What follows belongs to an exercise in optimizing a design on an open flow for small area, a short achievable clock period and few clock cycles per item; a production flow would make more cautious choices.
Function was checked by simulation only, so behaviour that the tests miss may differ from the original.
Power figures rest on the tool's default switching activity, not on a simulated workload.

== run 1 ==
==> flow/design.v (excerpt) <==
module ml_accel(
    input wire clk,
    input wire rst,
    input wire w_en,
    input wire r_en,
    input wire [5:0] addr,
    input wire [31:0] w_data,
    output reg [31:0] r_data,
    output reg done
    );
Size: ~3100 cells after synthesis, ~420 flip-flops, about 75 I/O pins, roughly 30000 sq um of cells after synthesis.
clock: 10.0 ns
lec_check: 0
abc_area: 1
cap_margin: 20
core_margin: 2
core_utilization: 60
cts_buf_list: sky130_fd_sc_hd__clkbuf_4 sky130_fd_sc_hd__clkbuf_8
setup_slack_margin: 4.5
slew_margin: 20
synth_hierarchical: 1
synth_minimum_keep_size: 0
run.sh (not shown) runs the stock make flow with config.mk's settings and CLKGATE_MAP_FILE= SYNTH_SCRIPT=/design/flow/synth_recipe.tcl, a recipe that flattens the netlist after the stock synthesis.
Run 1 finished every step from synthesis to the final layout, and the layout passed the timing, design-rule and antenna checks.
Testbench counts of run 1, summed over its fixed seeds: cycles 30,962, items 4,000.
For run 2, these inputs were changed with respect to run 1:
Settings: CORE_UTILIZATION changed from 60 to 40; CTS_BUF_LIST removed (was sky130_fd_sc_hd__clkbuf_4 sky130_fd_sc_hd__clkbuf_8).
==> flow/flow/run.sh (new file) <==
#!/bin/bash
# Standard layout, with the port buffers made from buf_2 cells instead of
# the default (a delay-buffer cell that repair cannot resize away).
set -euo pipefail
export BUFFER_PORTS_ARGS="-buffer_cell sky130_fd_sc_hd__buf_2"
bash standard.sh > standard.log 2>&1
==> flow/standard.sh (new file) <==
#!/bin/bash
# synth_recipe.tcl (not shown) runs the flow's synth.tcl, then flattens the netlist and writes it again
# the make line also repeats each setting of config.mk as NAME=value (left out here)
make -C /OpenROAD-flow-scripts/flow DESIGN_CONFIG=/design/flow/config.mk WORK_HOME=/design/flow/orfs CLKGATE_MAP_FILE= SYNTH_SCRIPT=/design/flow/synth_recipe.tcl "${@:-finish}"
removed: flow/run.sh
Results
Run 1 has a higher wire length than run 2. Diff run 1 -> run 2: power saw a decrease, internal power of the cells lower. Run 2 reports its slowest stage cell on the critical path as buf_2 while run 1 reports buf_4. Lower average wire per cell in the routed design was reported by run 2, not run 1.
## Diff of input files: run 3 against run 2
==> flow/run.sh (new file) <==
#!/bin/bash
# synth_recipe.tcl (not shown) runs the flow's synth.tcl, then flattens the netlist and writes it again
# the make line also repeats each setting of config.mk as NAME=value (left out here)
make -C /OpenROAD-flow-scripts/flow DESIGN_CONFIG=/design/flow/config.mk WORK_HOME=/design/flow/orfs CLKGATE_MAP_FILE= SYNTH_SCRIPT=/design/flow/synth_recipe.tcl finish
removed: flow/flow/run.sh
removed: flow/standard.sh
--- outcome ---
- Run 3 vs run 2: number of ordinary inverters in the final layout up slightly
- Switching power share of the total | run 3 below run 2
- Run 2 was routed with fewer vias than run 3.
- Relative to run 2, the filler cell count in the final layout measured on run 3 has decreased slightly.
- Total wirelength of the detailed-routed design deteriorates in run 3 relative to run 2.
## Diff of input files: run 4 against run 3
Settings: SETUP_SLACK_MARGIN now 5, was 4.5.
Xor and xnor area share after synthesis came out exactly the same in run 4 and run 3. On post-route minimum period: between run 4 and run 3, it ends up lower for run 4. Of run 4 and run 3, run 3 shows the higher transition time of the tightest slew-check pin, with run 4 below it. Between run 4 and run 3, it is run 4 whose clock buffer and inverter area fraction after layout is lower, by 0.24 points. Final design area excluding fillers: run 4 > run 3. Higher relative area change from synthesis to final layout goes to run 4 over run 3. Re gate count after technology mapping: no difference whatsoever between run 3 and run 4.

ml_accel, a different RTL version from the one above (not shown whole).
For scale: about 3000 cells after synthesis, roughly 440 flip-flops, roughly 75 I/O pins.
Settings: LEC_CHECK=0, ABC_AREA=1, CAP_MARGIN=20, CORE_MARGIN=2, CORE_UTILIZATION=55, CTS_BUF_LIST=sky130_fd_sc_hd__clkbuf_8 sky130_fd_sc_hd__clkbuf_16, CTS_CLUSTER_DIAMETER=80, CTS_CLUSTER_SIZE=30, GPL_TIMING_DRIVEN=0, PLACE_DENSITY=0.7, SETUP_SLACK_MARGIN=4.8, SLEW_MARGIN=20, SYNTH_HIERARCHICAL=1, SYNTH_MINIMUM_KEEP_SIZE=0; clock period 10.0 ns.
standard.sh (not shown) runs the stock make flow with config.mk's settings and CLKGATE_MAP_FILE= SYNTH_SCRIPT=/design/flow/synth_recipe.tcl, a recipe that flattens the netlist after the stock synthesis.
==> flow/flow/run.sh <==
#!/bin/bash
# Standard layout, with two changes to how cells are sized:
#  - the port buffers are buf_2 cells instead of the default (a delay-buffer
#    cell that timing repair cannot resize away);
#  - timing repair may resize a cell to one of a different width.
set -euo pipefail
export BUFFER_PORTS_ARGS="-buffer_cell sky130_fd_sc_hd__buf_2"
bash standard.sh MATCH_CELL_FOOTPRINT=0 finish > standard.log 2>&1
The baseline completed with no timing, DRC or antenna violations.
Testbench counts at the start, summed over its fixed seeds: cycles 30,962, items 4,000.
==> next run, changes <==
GPL_ROUTABILITY_DRIVEN = 0   (was unset)
GPL_TIMING_DRIVEN = unset   (was 0)
What happened:
- worst setup slack gets better by 69 ps
- maximum frequency came out higher by 1.3%
- count of clock-buffer cells in the layout came out lower by 2
- first-iteration DRC count came out lower by about 7%
- non-clock buffer count came out lower by 145
==> next run, changes <==
CORE_UTILIZATION = 40   (was 55)
GPL_ROUTABILITY_DRIVEN = unset   (was 0)
PLACE_DENSITY = unset   (was 0.7)
SETUP_SLACK_MARGIN = 4.5   (was 4.8)
Effect: Non-clock buffer count rises by 6. Die area rises by 37%. Count of clock-buffer cells in the layout is unchanged. Sequential share of layout area falls by 0.23 points. Hold slack got worse by 6.2 ps. Via count falls by 4.6%.

re-timing with driven ports:
The results above use ideal ports. As a check the final layouts listed here were re-extracted and re-timed, cells and wires unchanged. Step 1: set_driving_cell puts a clkbuf_16 on clk and a buf_2 on each other input, an assumption about the parent block. Step 2 adds t to the input delays and takes it off the output delays; t is the mean of the earliest and latest rising clock arrival at the registers after step 1. Input paths then give back, and output paths get back, about the clock's delay inside the block. a / b / c = ideal ports / drivers / drivers and shift; a / b = the first two.
run | t, ns | setup slack, ns | worst setup path after step 2
run 1 | 0.724 | 4.504 / 4.481 / 4.227 | input to register
run 2 | 0.673 | 4.561 / 4.539 / 4.378 | input to register
run 3 | 0.655 | 4.547 / 4.513 / 4.114 | input to register
run 4 | 0.654 | 4.695 / 4.647 / 4.516 | input to register
the first run of note 2 | 0.691 | 4.852 / 4.852 / 4.344 | input to register
the second run of note 2 | 0.669 | 4.921 / 4.883 / 4.401 | input to register
the third run of note 2 | 0.685 | 4.661 / 4.640 / 4.320 | input to register
After both steps every run listed still meets setup and hold. For the second run of note 2, which loses most, drivers alone change the setup slack by -0.038 ns; drivers and shift together by -0.520 ns.
